This design comes from an exercise in tuning for small area on the open sky130 flow, not from production work.
The RTL was checked by simulation tests, not by an equivalence proof against the original design.
Power is estimated from default activity; no workload was simulated.

==> nickel <==
==> flow/design.v (excerpt) <==
module defog_top(
	input	clk,
	input	nrst,
	input	[7:0]	r,
	input	[7:0]	g,
	input	[7:0]	b,
	input	hsync,
	input	vsync,
	input	en,
	input	frame_done_flag,
	input	[7:0]	atmos,
	output	[7:0]	defogged_r,
	output	[7:0]	defogged_g,
	output	[7:0]	defogged_b,
	output	o_hsync,
	output	o_vsync,
	output	o_en,
	output	reg [7:0]	max_of_dark
);
clock: 6.734 ns
lec_check: 0
abc_area: 1
cap_margin: 20
core_margin: 2
core_utilization: 70
place_density: 0.8
slew_margin: 20
standard.sh (not shown) runs the stock make flow with config.mk's settings and CLKGATE_MAP_FILE= SYNTH_SCRIPT=/design/flow/synth_recipe.tcl, a recipe that flattens the netlist after the stock synthesis.
==> flow/flow/run.sh <==
#!/bin/bash
# The standard layout (standard.sh, unchanged synthesis), with two settings:
# - port buffers: every input and output port still gets its own buffer,
#   but the small sky130_fd_sc_hd__buf_1 instead of the default choice;
# - clock tree: sink clustering into fewer, larger clusters, no dummy loads.
set -euo pipefail
export BUFFER_PORTS_ARGS="-buffer_cell sky130_fd_sc_hd__buf_1"
export CTS_ARGS="-sink_clustering_enable -repair_clock_nets -sink_clustering_size 30 -sink_clustering_max_diameter 80 -buf_list sky130_fd_sc_hd__clkbuf_16 -dont_use_dummy_load"
bash standard.sh > standard.log 2>&1
==> violet (differences from nickel) <==
==> flow/run.sh (new file) <==
#!/bin/bash
# synth_recipe.tcl (not shown) runs the flow's synth.tcl, then flattens the netlist and writes it again
# the make line also repeats each setting of config.mk as NAME=value (left out here)
make -C /OpenROAD-flow-scripts/flow DESIGN_CONFIG=/design/flow/config.mk WORK_HOME=/design/flow/orfs CLKGATE_MAP_FILE= SYNTH_SCRIPT=/design/flow/synth_recipe.tcl finish
CTS_BUF_LIST = sky130_fd_sc_hd__clkbuf_16   (was default)
CTS_CLUSTER_DIAMETER = 80   (was default)
CTS_CLUSTER_SIZE = 30   (was default)
removed: flow/flow/run.sh
removed: flow/standard.sh
==> impl_metrics.py <==
metrics = {
    "status": {
        "status": "complete, no violations",
    },
    "power": {
        "p_comb_frac": 0.350,
        "p_int_mw": 3.76,
    },
    "sta": {
        "worst_slew_pin_slew_ns": 0.589,
    },
    "cts": {
        "insertion_delay_ns": 0.51,
    },
    "worst_hold_path": {
        "min_to": "d8[7]$_DFF_P_",
    },
    "detailed_routing": {
        "via_count": 7047,
    },
}
-- figures above: violet

==> impl_metrics.py <==
metrics = {
    "power": {
        "p_comb_frac": 0.346,
        "p_int_mw": 3.64,
    },
    "sta": {
        "maxSlewHeadroom": 0.508,
        "worst_slew_pin_slew_ns": 0.738,
        "finalCritPeriodShare": 0.923,
    },
    "detailed_routing": {
        "via_count": 6958,
    },
    "global_routing": {
        "grt_usage": 0.227,
    },
    "synth": {
        "ys_seq_elements": 344,
    },
    "setup_path": {
        "crit_chain": "inv_1 > buf_4 > nand2_1 > fa_1 > fa_1 > inv_1 > fa_1 > fa_1 > ha_1 > fa_1 > fa_1 > ha_1 > inv_1 > fa_1 > fa_1 > fa_1 > inv_1 > fa_1 > or3_1 > nor2_1",
    },
    "cts": {
        "insertion_delay_ns": 0.50,
    },
    "finish": {
        "fin_util": 0.774,
    },
    "status": {
        "status": "complete, no violations",
    },
}
-- figures above: nickel



==> build 9: inputs <==
defog_top, a different RTL version from the one above (not shown whole).
clock: 6.734 ns
lec_check: 0
abc_area: 1
cap_margin: 20
core_margin: 2
core_utilization: 70
gpl_timing_driven: 0
place_density: 0.8
slew_margin: 20
==> flow/flow/run.sh <==
#!/bin/bash
# The standard layout (standard.sh, with its synthesis unchanged), with:
# - after synthesis, the netlist between the registers is improved for area;
#   registers keep their instances, names and cell types:
#   1. flow/fapol.py flips full-adder cells (FA is self-dual) to need fewer
#      inverters,
#   2. flow/resyn.sh re-maps the gates between registers and adders with ABC
#      for area;
# - port buffers: every input and output port still gets its own buffer,
#   the small sky130_fd_sc_hd__buf_1 instead of the default choice;
# - clock tree: sinks clustered into fewer, larger clusters, no dummy loads.
# Each tool's output goes to a log of its own in this folder.
set -euo pipefail
export BUFFER_PORTS_ARGS="-buffer_cell sky130_fd_sc_hd__buf_1"
export CTS_ARGS="-sink_clustering_enable -repair_clock_nets -sink_clustering_size 12 -sink_clustering_max_diameter 40 -buf_list sky130_fd_sc_hd__clkbuf_4 -dont_use_dummy_load"
bash standard.sh synth > synth.log 2>&1
R=orfs/results/${FLOW_PLATFORM}/defog_top/base
cp $R/1_2_yosys.v yosys_netlist.v
cp yosys_netlist.v net_in.v
if python3 flow/fapol.py net_in.v fapol_netlist.v > fapol.log 2>&1; then
  cp fapol_netlist.v net_in.v
fi
if bash flow/resyn.sh net_in.v resyn_netlist.v > resyn.log 2>&1; then
  cp resyn_netlist.v net_in.v
fi
cp net_in.v $R/1_2_yosys.v
touch $R/1_2_yosys.v
bash standard.sh > layout.log 2>&1
Other scripts of this flow, unchanged in this note and not shown: flow/flow/fapol.py, flow/flow/resyn.abc, flow/flow/resyn.sh
==> trial 94 (differences from build 9) <==
--- a/flow/flow/run.sh
+++ b/flow/flow/run.sh
@@ -13,5 +13,5 @@
 set -euo pipefail
 export BUFFER_PORTS_ARGS="-buffer_cell sky130_fd_sc_hd__buf_1"
-export CTS_ARGS="-sink_clustering_enable -repair_clock_nets -sink_clustering_size 12 -sink_clustering_max_diameter 40 -buf_list sky130_fd_sc_hd__clkbuf_4 -dont_use_dummy_load"
+export CTS_ARGS="-sink_clustering_enable -repair_clock_nets -sink_clustering_size 18 -sink_clustering_max_diameter 50 -buf_list sky130_fd_sc_hd__clkbuf_8 -dont_use_dummy_load"
 bash standard.sh synth > synth.log 2>&1
 R=orfs/results/${FLOW_PLATFORM}/defog_top/base
--- a/flow/config.mk
+++ b/flow/config.mk
@@ -9,6 +9,6 @@
 export CAP_MARGIN = 20
 export CORE_MARGIN = 2
-export CORE_UTILIZATION = 70
+export CORE_UTILIZATION = 80
 export GPL_TIMING_DRIVEN = 0
-export PLACE_DENSITY = 0.8
+export PLACE_DENSITY = 0.85
 export SLEW_MARGIN = 20
==> build 98 (differences from build 9) <==
--- a/flow/flow/run.sh
+++ b/flow/flow/run.sh
@@ -13,5 +13,5 @@
 set -euo pipefail
 export BUFFER_PORTS_ARGS="-buffer_cell sky130_fd_sc_hd__buf_1"
-export CTS_ARGS="-sink_clustering_enable -repair_clock_nets -sink_clustering_size 12 -sink_clustering_max_diameter 40 -buf_list sky130_fd_sc_hd__clkbuf_4 -dont_use_dummy_load"
+export CTS_ARGS="-sink_clustering_enable -repair_clock_nets -sink_clustering_size 18 -sink_clustering_max_diameter 50 -buf_list sky130_fd_sc_hd__clkbuf_8 -dont_use_dummy_load"
 bash standard.sh synth > synth.log 2>&1
 R=orfs/results/${FLOW_PLATFORM}/defog_top/base
==> notes <==
In critical path depth, build 98 and build 9 do not differ.
The lowest power belongs to build 9, the highest to trial 94.
In build 98 the cell count is larger than in trial 94, by about 3%.
Register-to-register slack: build 9 > build 98 > trial 94.


==> trial 98 <==
defog_top, a different RTL version from the one above (not shown whole).
==> module defog_channel, before the edit <==
module defog_channel(
	input	[7:0]	f,
	input	[4:0]	qdn,
	input	[7:0]	an,
	output	[7:0]	out
);
wire [7:0] pp0 = ~(f | {8{qdn[0]}});
wire [7:0] pp1 = ~(f | {8{qdn[1]}});
wire [7:0] pp2 = ~(f | {8{qdn[2]}});
wire [7:0] pp3 = ~(f | {8{qdn[3]}});
wire [8:0] pm = qdn[4] ? {1'b0, ~f} : {~f, 1'b0};
wire t_1, t_2;
defog_fa t_fa2(.a(pp0[2]), .b(pp1[1]), .ci(pp2[0]), .s(t_1), .co(t_2));
wire t_3, t_4;
defog_fa t_fa4(.a(pp0[3]), .b(pp1[2]), .ci(pp2[1]), .s(t_3), .co(t_4));
wire t_5, t_6;
defog_fa t_fa6(.a(pp3[0]), .b(t_2), .ci(t_3), .s(t_5), .co(t_6));
wire t_7, t_8;
defog_fa t_fa8(.a(pm[0]), .b(pp0[4]), .ci(pp1[3]), .s(t_7), .co(t_8));
wire t_9, t_10;
defog_fa t_fa10(.a(pp2[2]), .b(pp3[1]), .ci(an[0]), .s(t_9), .co(t_10));
wire t_11, t_12;
defog_fa t_fa12(.a(t_4), .b(t_7), .ci(t_6), .s(t_11), .co(t_12));
wire t_13, t_14;
defog_fa t_fa14(.a(pm[1]), .b(pp0[5]), .ci(pp1[4]), .s(t_13), .co(t_14));
wire t_15, t_16;
defog_fa t_fa16(.a(pp2[3]), .b(pp3[2]), .ci(an[1]), .s(t_15), .co(t_16));
wire t_17, t_18;
defog_fa t_fa18(.a(t_13), .b(t_8), .ci(t_10), .s(t_17), .co(t_18));
wire t_19, t_20;
defog_fa t_fa20(.a(t_15), .b(t_12), .ci(t_17), .s(t_19), .co(t_20));
wire t_21, t_22;
defog_fa t_fa22(.a(pm[2]), .b(pp0[6]), .ci(pp1[5]), .s(t_21), .co(t_22));
wire t_23, t_24;
defog_fa t_fa24(.a(pp2[4]), .b(pp3[3]), .ci(an[2]), .s(t_23), .co(t_24));
wire t_25, t_26;
defog_fa t_fa26(.a(t_14), .b(t_21), .ci(t_16), .s(t_25), .co(t_26));
wire t_27, t_28;
defog_fa t_fa28(.a(t_23), .b(t_18), .ci(t_25), .s(t_27), .co(t_28));
wire t_29, t_30;
defog_fa t_fa30(.a(pm[3]), .b(pp0[7]), .ci(pp1[6]), .s(t_29), .co(t_30));
wire t_31, t_32;
defog_fa t_fa32(.a(pp2[5]), .b(pp3[4]), .ci(an[3]), .s(t_31), .co(t_32));
wire t_33, t_34;
defog_fa t_fa34(.a(t_22), .b(t_29), .ci(t_24), .s(t_33), .co(t_34));
wire t_35, t_36;
defog_fa t_fa36(.a(t_31), .b(t_26), .ci(t_33), .s(t_35), .co(t_36));
wire t_37, t_38;
defog_fa t_fa38(.a(pm[4]), .b(pp1[7]), .ci(pp2[6]), .s(t_37), .co(t_38));
wire t_39, t_40;
defog_fa t_fa40(.a(pp3[5]), .b(an[4]), .ci(t_30), .s(t_39), .co(t_40));
wire t_41, t_42;
defog_fa t_fa42(.a(t_37), .b(t_32), .ci(t_39), .s(t_41), .co(t_42));
wire t_43, t_44;
defog_fa t_fa44(.a(t_34), .b(t_41), .ci(t_36), .s(t_43), .co(t_44));
wire t_45, t_46;
defog_fa t_fa46(.a(pm[5]), .b(pp2[7]), .ci(pp3[6]), .s(t_45), .co(t_46));
wire t_47, t_48;
defog_fa t_fa48(.a(an[5]), .b(t_38), .ci(t_45), .s(t_47), .co(t_48));
wire t_49, t_50;
defog_fa t_fa50(.a(t_40), .b(t_47), .ci(t_42), .s(t_49), .co(t_50));
wire t_51, t_52;
defog_fa t_fa52(.a(pm[6]), .b(pp3[7]), .ci(an[6]), .s(t_51), .co(t_52));
wire t_53, t_54;
defog_fa t_fa54(.a(t_46), .b(t_48), .ci(t_51), .s(t_53), .co(t_54));
wire t_55, t_56;
defog_fa t_fa56(.a(pm[7]), .b(an[7]), .ci(t_52), .s(t_55), .co(t_56));
wire t_57;
assign t_57 = pp0[1] & pp1[0];
wire t_58;
assign t_58 = t_1 & t_57;
wire t_59;
assign t_59 = t_5 & t_58;
wire t_60, t_61;
defog_fa t_fa61(.a(t_9), .b(t_11), .ci(t_59), .s(t_60), .co(t_61));
wire t_62, t_63;
defog_ha t_ha63(.a(t_19), .b(t_61), .s(t_62), .co(t_63));
wire t_64, t_65;
defog_fa t_fa65(.a(t_20), .b(t_27), .ci(t_63), .s(t_64), .co(t_65));
wire t_66, t_67;
defog_fa t_fa67(.a(t_28), .b(t_35), .ci(t_65), .s(t_66), .co(t_67));
wire t_68, t_69;
defog_ha t_ha69(.a(t_43), .b(t_67), .s(t_68), .co(t_69));
wire t_70, t_71;
defog_fa t_fa71(.a(t_49), .b(t_44), .ci(t_69), .s(t_70), .co(t_71));
wire t_72, t_73;
defog_fa t_fa73(.a(t_53), .b(t_50), .ci(t_71), .s(t_72), .co(t_73));
wire t_74, t_75;
defog_fa t_fa75(.a(t_54), .b(t_55), .ci(t_73), .s(t_74), .co(t_75));
wire [7:0] w = {t_74, t_72, t_70, t_68, t_66, t_64, t_62, t_60};
wire zero = pm[8] | t_56 | t_75;
assign out = ~(w[7:0] | {8{zero}});
endmodule
Settings: LEC_CHECK=0, ABC_AREA=1, CAP_MARGIN=20, CORE_MARGIN=2, CORE_UTILIZATION=70, GPL_TIMING_DRIVEN=0, PLACE_DENSITY=0.8, SLEW_MARGIN=20; clock period 6.734 ns.
==> flow/flow/run.sh <==
#!/bin/bash
# The standard layout (standard.sh, with its synthesis unchanged), with:
# - after synthesis, the netlist between the registers is improved for area;
#   registers keep their instances, names and cell types:
#   1. flow/fapol.py flips full-adder cells (FA is self-dual) to need fewer
#      inverters,
#   2. flow/resyn.sh re-maps the gates between registers and adders with ABC
#      for area;
# - port buffers: every input and output port still gets its own buffer,
#   the small sky130_fd_sc_hd__buf_1 instead of the default choice;
# - clock tree: sinks clustered into fewer, larger clusters, no dummy loads.
# Each tool's output goes to a log of its own in this folder.
set -euo pipefail
export BUFFER_PORTS_ARGS="-buffer_cell sky130_fd_sc_hd__buf_1"
export CTS_ARGS="-sink_clustering_enable -repair_clock_nets -sink_clustering_size 12 -sink_clustering_max_diameter 40 -buf_list sky130_fd_sc_hd__clkbuf_4 -dont_use_dummy_load"
bash standard.sh synth > synth.log 2>&1
R=orfs/results/${FLOW_PLATFORM}/defog_top/base
cp $R/1_2_yosys.v yosys_netlist.v
cp yosys_netlist.v net_in.v
if python3 flow/fapol.py net_in.v fapol_netlist.v > fapol.log 2>&1; then
  cp fapol_netlist.v net_in.v
fi
if bash flow/resyn.sh net_in.v resyn_netlist.v > resyn.log 2>&1; then
  cp resyn_netlist.v net_in.v
fi
cp net_in.v $R/1_2_yosys.v
touch $R/1_2_yosys.v
bash standard.sh > layout.log 2>&1
Other scripts of this flow, unchanged in this note and not shown: flow/flow/fapol.py, flow/flow/resyn.abc, flow/flow/resyn.sh
==> build 13: changes against trial 98 <==
--- a/flow/design.v
+++ b/flow/design.v
@@ -9,5 +9,6 @@
 wire [7:0] pp2 = ~(f | {8{qdn[2]}});
 wire [7:0] pp3 = ~(f | {8{qdn[3]}});
-wire [8:0] pm = qdn[4] ? {1'b0, ~f} : {~f, 1'b0};
+wire [7:0] pq4 = ~(f | {8{~qdn[4]}});
+wire [7:0] pq5 = ~(f | {8{qdn[4]}});
 wire t_1, t_2;
 defog_fa t_fa2(.a(pp0[2]), .b(pp1[1]), .ci(pp2[0]), .s(t_1), .co(t_2));
@@ -17,77 +18,89 @@
 defog_fa t_fa6(.a(pp3[0]), .b(t_2), .ci(t_3), .s(t_5), .co(t_6));
 wire t_7, t_8;
-defog_fa t_fa8(.a(pm[0]), .b(pp0[4]), .ci(pp1[3]), .s(t_7), .co(t_8));
+defog_fa t_fa8(.a(pp0[4]), .b(pp1[3]), .ci(pp2[2]), .s(t_7), .co(t_8));
 wire t_9, t_10;
-defog_fa t_fa10(.a(pp2[2]), .b(pp3[1]), .ci(an[0]), .s(t_9), .co(t_10));
+defog_fa t_fa10(.a(pp3[1]), .b(pq4[0]), .ci(an[0]), .s(t_9), .co(t_10));
 wire t_11, t_12;
 defog_fa t_fa12(.a(t_4), .b(t_7), .ci(t_6), .s(t_11), .co(t_12));
 wire t_13, t_14;
-defog_fa t_fa14(.a(pm[1]), .b(pp0[5]), .ci(pp1[4]), .s(t_13), .co(t_14));
+defog_fa t_fa14(.a(pp0[5]), .b(pp1[4]), .ci(pp2[3]), .s(t_13), .co(t_14));
 wire t_15, t_16;
-defog_fa t_fa16(.a(pp2[3]), .b(pp3[2]), .ci(an[1]), .s(t_15), .co(t_16));
+defog_fa t_fa16(.a(pp3[2]), .b(pq4[1]), .ci(pq5[0]), .s(t_15), .co(t_16));
 wire t_17, t_18;
-defog_fa t_fa18(.a(t_13), .b(t_8), .ci(t_10), .s(t_17), .co(t_18));
+defog_fa t_fa18(.a(an[1]), .b(t_13), .ci(t_15), .s(t_17), .co(t_18));
 wire t_19, t_20;
-defog_fa t_fa20(.a(t_15), .b(t_12), .ci(t_17), .s(t_19), .co(t_20));
+defog_fa t_fa20(.a(t_8), .b(t_10), .ci(t_17), .s(t_19), .co(t_20));
 wire t_21, t_22;
-defog_fa t_fa22(.a(pm[2]), .b(pp0[6]), .ci(pp1[5]), .s(t_21), .co(t_22));
+defog_fa t_fa22(.a(pp0[6]), .b(pp1[5]), .ci(pp2[4]), .s(t_21), .co(t_22));
 wire t_23, t_24;
-defog_fa t_fa24(.a(pp2[4]), .b(pp3[3]), .ci(an[2]), .s(t_23), .co(t_24));
+defog_fa t_fa24(.a(pp3[3]), .b(pq4[2]), .ci(pq5[1]), .s(t_23), .co(t_24));
 wire t_25, t_26;
-defog_fa t_fa26(.a(t_14), .b(t_21), .ci(t_16), .s(t_25), .co(t_26));
+defog_fa t_fa26(.a(an[2]), .b(t_14), .ci(t_16), .s(t_25), .co(t_26));
 wire t_27, t_28;
-defog_fa t_fa28(.a(t_23), .b(t_18), .ci(t_25), .s(t_27), .co(t_28));
+defog_fa t_fa28(.a(t_21), .b(t_23), .ci(t_18), .s(t_27), .co(t_28));
 wire t_29, t_30;
-defog_fa t_fa30(.a(pm[3]), .b(pp0[7]), .ci(pp1[6]), .s(t_29), .co(t_30));
+defog_fa t_fa30(.a(t_25), .b(t_20), .ci(t_27), .s(t_29), .co(t_30));
 wire t_31, t_32;
-defog_fa t_fa32(.a(pp2[5]), .b(pp3[4]), .ci(an[3]), .s(t_31), .co(t_32));
+defog_fa t_fa32(.a(pp0[7]), .b(pp1[6]), .ci(pp2[5]), .s(t_31), .co(t_32));
 wire t_33, t_34;
-defog_fa t_fa34(.a(t_22), .b(t_29), .ci(t_24), .s(t_33), .co(t_34));
+defog_fa t_fa34(.a(pp3[4]), .b(pq4[3]), .ci(pq5[2]), .s(t_33), .co(t_34));
 wire t_35, t_36;
-defog_fa t_fa36(.a(t_31), .b(t_26), .ci(t_33), .s(t_35), .co(t_36));
+defog_fa t_fa36(.a(an[3]), .b(t_22), .ci(t_24), .s(t_35), .co(t_36));
 wire t_37, t_38;
-defog_fa t_fa38(.a(pm[4]), .b(pp1[7]), .ci(pp2[6]), .s(t_37), .co(t_38));
+defog_fa t_fa38(.a(t_31), .b(t_33), .ci(t_26), .s(t_37), .co(t_38));
 wire t_39, t_40;
-defog_fa t_fa40(.a(pp3[5]), .b(an[4]), .ci(t_30), .s(t_39), .co(t_40));
+defog_fa t_fa40(.a(t_35), .b(t_28), .ci(t_37), .s(t_39), .co(t_40));
 wire t_41, t_42;
-defog_fa t_fa42(.a(t_37), .b(t_32), .ci(t_39), .s(t_41), .co(t_42));
+defog_fa t_fa42(.a(pp1[7]), .b(pp2[6]), .ci(pp3[5]), .s(t_41), .co(t_42));
 wire t_43, t_44;
-defog_fa t_fa44(.a(t_34), .b(t_41), .ci(t_36), .s(t_43), .co(t_44));
+defog_fa t_fa44(.a(pq4[4]), .b(pq5[3]), .ci(an[4]), .s(t_43), .co(t_44));
 wire t_45, t_46;
-defog_fa t_fa46(.a(pm[5]), .b(pp2[7]), .ci(pp3[6]), .s(t_45), .co(t_46));
+defog_fa t_fa46(.a(t_32), .b(t_34), .ci(t_41), .s(t_45), .co(t_46));
 wire t_47, t_48;
-defog_fa t_fa48(.a(an[5]), .b(t_38), .ci(t_45), .s(t_47), .co(t_48));
+defog_fa t_fa48(.a(t_36), .b(t_43), .ci(t_45), .s(t_47), .co(t_48));
 wire t_49, t_50;
-defog_fa t_fa50(.a(t_40), .b(t_47), .ci(t_42), .s(t_49), .co(t_50));
+defog_fa t_fa50(.a(t_38), .b(t_47), .ci(t_40), .s(t_49), .co(t_50));
 wire t_51, t_52;
-defog_fa t_fa52(.a(pm[6]), .b(pp3[7]), .ci(an[6]), .s(t_51), .co(t_52));
+defog_fa t_fa52(.a(pp2[7]), .b(pp3[6]), .ci(pq4[5]), .s(t_51), .co(t_52));
 wire t_53, t_54;
-defog_fa t_fa54(.a(t_46), .b(t_48), .ci(t_51), .s(t_53), .co(t_54));
+defog_fa t_fa54(.a(pq5[4]), .b(an[5]), .ci(t_42), .s(t_53), .co(t_54));
 wire t_55, t_56;
-defog_fa t_fa56(.a(pm[7]), .b(an[7]), .ci(t_52), .s(t_55), .co(t_56));
-wire t_57;
-assign t_57 = pp0[1] & pp1[0];
-wire t_58;
-assign t_58 = t_1 & t_57;
-wire t_59;
-assign t_59 = t_5 & t_58;
-wire t_60, t_61;
-defog_fa t_fa61(.a(t_9), .b(t_11), .ci(t_59), .s(t_60), .co(t_61));
-wire t_62, t_63;
-defog_ha t_ha63(.a(t_19), .b(t_61), .s(t_62), .co(t_63));
-wire t_64, t_65;
-defog_fa t_fa65(.a(t_20), .b(t_27), .ci(t_63), .s(t_64), .co(t_65));
-wire t_66, t_67;
-defog_fa t_fa67(.a(t_28), .b(t_35), .ci(t_65), .s(t_66), .co(t_67));
-wire t_68, t_69;
-defog_ha t_ha69(.a(t_43), .b(t_67), .s(t_68), .co(t_69));
-wire t_70, t_71;
-defog_fa t_fa71(.a(t_49), .b(t_44), .ci(t_69), .s(t_70), .co(t_71));
+defog_fa t_fa56(.a(t_51), .b(t_44), .ci(t_46), .s(t_55), .co(t_56));
+wire t_57, t_58;
+defog_fa t_fa58(.a(t_53), .b(t_48), .ci(t_55), .s(t_57), .co(t_58));
+wire t_59, t_60;
+defog_fa t_fa60(.a(pp3[7]), .b(pq4[6]), .ci(pq5[5]), .s(t_59), .co(t_60));
+wire t_61, t_62;
+defog_fa t_fa62(.a(an[6]), .b(t_52), .ci(t_59), .s(t_61), .co(t_62));
+wire t_63, t_64;
+defog_fa t_fa64(.a(t_54), .b(t_61), .ci(t_56), .s(t_63), .co(t_64));
+wire t_65, t_66;
+defog_fa t_fa66(.a(pq4[7]), .b(pq5[6]), .ci(an[7]), .s(t_65), .co(t_66));
+wire t_67, t_68;
+defog_fa t_fa68(.a(t_60), .b(t_62), .ci(t_65), .s(t_67), .co(t_68));
+wire t_69;
+assign t_69 = pp0[1] & pp1[0];
+wire t_70;
+assign t_70 = t_1 & t_69;
+wire t_71;
+assign t_71 = t_5 & t_70;
 wire t_72, t_73;
-defog_fa t_fa73(.a(t_53), .b(t_50), .ci(t_71), .s(t_72), .co(t_73));
+defog_fa t_fa73(.a(t_9), .b(t_11), .ci(t_71), .s(t_72), .co(t_73));
 wire t_74, t_75;
-defog_fa t_fa75(.a(t_54), .b(t_55), .ci(t_73), .s(t_74), .co(t_75));
-wire [7:0] w = {t_74, t_72, t_70, t_68, t_66, t_64, t_62, t_60};
-wire zero = pm[8] | t_56 | t_75;
+defog_fa t_fa75(.a(t_12), .b(t_19), .ci(t_73), .s(t_74), .co(t_75));
+wire t_76, t_77;
+defog_ha t_ha77(.a(t_29), .b(t_75), .s(t_76), .co(t_77));
+wire t_78, t_79;
+defog_fa t_fa79(.a(t_30), .b(t_39), .ci(t_77), .s(t_78), .co(t_79));
+wire t_80, t_81;
+defog_ha t_ha81(.a(t_49), .b(t_79), .s(t_80), .co(t_81));
+wire t_82, t_83;
+defog_fa t_fa83(.a(t_57), .b(t_50), .ci(t_81), .s(t_82), .co(t_83));
+wire t_84, t_85;
+defog_fa t_fa85(.a(t_58), .b(t_63), .ci(t_83), .s(t_84), .co(t_85));
+wire t_86, t_87;
+defog_fa t_fa87(.a(t_67), .b(t_64), .ci(t_85), .s(t_86), .co(t_87));
+wire [7:0] w = {t_86, t_84, t_82, t_80, t_78, t_76, t_74, t_72};
+wire zero = pq5[7] | t_66 | t_68 | t_87;
 assign out = ~(w[7:0] | {8{zero}});
 endmodule
==> summary of the runs <==
In critical path depth, trial 98 and build 13 do not differ. Of build 13 and trial 98, trial 98 has the higher non-clock buffer count (gap 1). In flip-flop and latch count, trial 98 and build 13 do not differ. Between trial 98 and build 13, the lower cell area is in trial 98 (gap about 2%, measured against build 13). Sequential power is about the same in build 13 and trial 98.
==> figures <==
metric	trial 98	build 13
Instance count of the mapped netlist	867	889
Global-route met3 utilization	0.05130	0.05498
GRT Overall Usage	0.2160	0.2200
Number of global-route vias before repair	6,355	6,801
Power in combinational cells	1.60 mW	1.64 mW
Total Routed Length	16,810 microns	18,090 microns
Non-clock buffer instance count of the final layout	73	72
Tcrit/Tclk final	0.9299	0.9521
Switching share of total power	0.3150	0.3185
Outcome	finished clean	finished clean
Floorplan die height	130.4 microns	131.8 microns

[separate check: timing with driven ports]
The results above use ideal ports. As a check the final layouts listed here were re-extracted and re-timed, cells and wires unchanged. Step 1 sets driving cells, clkbuf_16 on the clock port and buf_2 on the other inputs (assumed; they add their load-dependent delay and slew). Step 2 moves the port delays by t, midway between the first and last clock arrival at a register: inputs arrive t later, outputs are due t later. That takes back most of the time a late clock gives input paths. Slacks: ideal / step 1 / step 2; pairs: ideal / step 1.
run | t (ns) | setup slack, ns | worst register clock-pin slew, ns
nickel | 0.530 | 0.517 / 0.517 / 0.285 | 0.11 / 0.11
violet | 0.538 | 0.552 / 0.552 / 0.049 | 0.11 / 0.11
build 9 | 0.655 | 0.352 / 0.352 / -0.189 | 0.11 / 0.11
trial 94 | 0.573 | 0.257 / 0.272 / -0.295 | 0.10 / 0.10
build 98 | 0.571 | 0.304 / 0.304 / -0.202 | 0.10 / 0.10
trial 98 | 0.649 | 0.472 / 0.472 / 0.116 | 0.12 / 0.12
build 13 | 0.651 | 0.323 / 0.323 / 0.323 | 0.12 / 0.12
Met with ideal ports but missed after step 2: setup timing in build 9, trial 94 and build 98. For trial 94, which loses most, drivers alone change the setup slack by +0.015 ns; drivers and shift together by -0.552 ns.
